Context: an optimization exercise on an open-source flow, tuned for small area. The choices shown serve that exercise and are no tape-out recipe. In this exercise RTL edits were held to simulation tests only and were not proved equivalent to the original. No activity file was given, so power comes from the tool's default toggle rates.

==> flow/design.v (excerpt) <==
module uart_box
(
input  wire        CLK,
input  wire        RST,
input  wire        I_STB,
input  wire [7:0]  I_DATA,
output wire        I_ACK,
output wire        O_TxD,
input  wire        I_RxD,
output wire        O_STB,
output wire [7:0]  O_DATA,
input  wire        O_ACK,
input  wire [15:0] CFG_CLK_DIV
);
clock: 10.0 ns
lec_check: 0
cap_margin: 20
core_margin: 2
core_utilization: 50
slew_margin: 20
synth_hierarchical: 1
run.sh (not shown) runs the stock make flow with config.mk's settings and CLKGATE_MAP_FILE= SYNTH_SCRIPT=/design/flow/synth_recipe.tcl, a recipe that flattens the netlist after the stock synthesis.
The baseline produced a clean layout.
Rerun with:
- CTS_BUF_LIST: unset -> sky130_fd_sc_hd__clkbuf_4 sky130_fd_sc_hd__clkbuf_8
- CTS_CLUSTER_SIZE: unset -> 30
Area after synthesis does not change. Clock-buffer cell count went up by 70. Clock skew went down by 0.0034 ns. Via count went up slightly. Core utilization went up by 0.41 points. Critical path depth does not change. Design area went up slightly. Worst hold slack gets worse by 0.012 ns. Setup slack is about the same. Wire length went up slightly. Sequential cell count does not change.

* * *

the baseline:
uart_box, a different RTL version from the one above (not shown whole).
Size: ~1800 cells after synthesis, about 610 flip-flops, roughly 0.020 sq mm of cells after synthesis.
==> flow/config.mk <==
export PLATFORM = sky130hd
export DESIGN_NAME = uart_box
export DESIGN_NICKNAME = uart_box
export VERILOG_FILES = /design/flow/design.v
export SDC_FILE = /design/flow/constraint.sdc
export NUM_CORES = 4
export LEC_CHECK = 0
export CAP_MARGIN = 20
export CORE_MARGIN = 2
export CORE_UTILIZATION = 50
export CTS_BUF_LIST = sky130_fd_sc_hd__clkbuf_8
export CTS_CLUSTER_DIAMETER = 120
export CTS_CLUSTER_SIZE = 16
export SLEW_MARGIN = 20
export SYNTH_HIERARCHICAL = 1
==> flow/constraint.sdc <==
create_clock -name core_clock -period 10.0 [get_ports {CLK}]
set_input_delay 2.0000 -clock core_clock [delete_from_list [all_inputs] [get_ports {CLK}]]
set_output_delay 2.0000 -clock core_clock [all_outputs]
set_load 0.01 [all_outputs]
standard.sh (not shown) runs the stock make flow with config.mk's settings and CLKGATE_MAP_FILE= SYNTH_SCRIPT=/design/flow/synth_recipe.tcl, a recipe that flattens the netlist after the stock synthesis.
==> flow/flow/run.sh <==
#!/bin/bash
# Layout flow: the standard ORFS flow (standard.sh, unchanged synthesis) with two settings
# changed through ORFS's own variables:
#  - clock tree: clkbuf_8 buffers, clusters of at most 16 sinks, no dummy loads
#  - port buffers: sky130_fd_sc_hd__buf_1 on every input and output port
# Each tool's full output stays in orfs/logs/ (ORFS's per-step logs) and in flow_make.log here.
set -euo pipefail
export CTS_ARGS="-sink_clustering_enable -repair_clock_nets -dont_use_dummy_load -buf_list sky130_fd_sc_hd__clkbuf_8 -sink_clustering_size 16 -sink_clustering_max_diameter 120"
export BUFFER_PORTS_ARGS="-buffer_cell sky130_fd_sc_hd__buf_1"
bash standard.sh > flow_make.log 2>&1
Looking at the reports, the baseline completed the entire flow and the layout it produced met the timing, DRC and antenna checks.
Changes in the candidate relative to the baseline:
diff --git a/flow/flow/run.sh b/flow/flow/run.sh
--- a/flow/flow/run.sh
+++ b/flow/flow/run.sh
@@ -4 +4 @@
-#  - clock tree: clkbuf_8 buffers, clusters of at most 16 sinks, no dummy loads
+#  - clock tree: clkbuf_8 buffers, clusters of at most 18 sinks, no dummy loads
@@ -8 +8 @@
-export CTS_ARGS="-sink_clustering_enable -repair_clock_nets -dont_use_dummy_load -buf_list sky130_fd_sc_hd__clkbuf_8 -sink_clustering_size 16 -sink_clustering_max_diameter 120"
+export CTS_ARGS="-sink_clustering_enable -repair_clock_nets -dont_use_dummy_load -buf_list sky130_fd_sc_hd__clkbuf_8 -sink_clustering_size 18 -sink_clustering_max_diameter 120"
### Flow results
- Summary of the candidate over the baseline: area after synthesis neither gained nor lost much, first-pass GRT wire length neither gained nor lost much, post-layout minimum cycle time picked up an extra 0.042 ns, maximum frequency lost 1.5 MHz, combinational fraction of design power picked up an extra 0.2 points.
- Diff the baseline -> the candidate: tightest hold margin shows an increase of 0.0033 ns; power shows a reduction of about 0.9%; worst-margin pin slew shows an increase of 0.0065 ns; worst setup slack shows a reduction of 0.042 ns.

## what the ideal ports hide
How much do the figures lean on ideal ports? The routed layouts below were timed once more, with nothing changed but the port constraints. Step 1 (the two cells are an assumption about what drives the block):
set clk [get_ports {CLK}]
set_driving_cell -lib_cell sky130_fd_sc_hd__clkbuf_16 $clk
set_driving_cell -lib_cell sky130_fd_sc_hd__buf_2 [delete_from_list [all_inputs] $clk]
Step 2, shift: input delay + t, output delay - t, t = (earliest + latest rising clock arrival at the registers) / 2. This alone moves slack from input paths to output paths. Three values: ideal, step 1, step 2; two values: the first two.
| run | t (ns) | slack for setup (ns) | hold WS [ns] | cell pins on the clock port's net |
|---|---|---|---|---|
| the first run of note 1 | 0.655 | 3.606 / 3.583 / 3.583 | 0.359 / 0.359 / 0.359 | 1 |
| the second run of note 1 | 0.712 | 3.609 / 3.586 / 3.586 | 0.347 / 0.347 / 0.347 | 1 |
| the baseline | 0.666 | 4.737 / 4.705 / 4.618 | 0.356 / 0.356 / 0.356 | 1 |
| the candidate | 0.664 | 4.695 / 4.665 / 4.568 | 0.360 / 0.360 / 0.360 | 1 |
After both steps every run listed still meets setup and hold. For the candidate, which loses most, drivers alone change the setup slack by -0.030 ns; drivers and shift together by -0.127 ns.
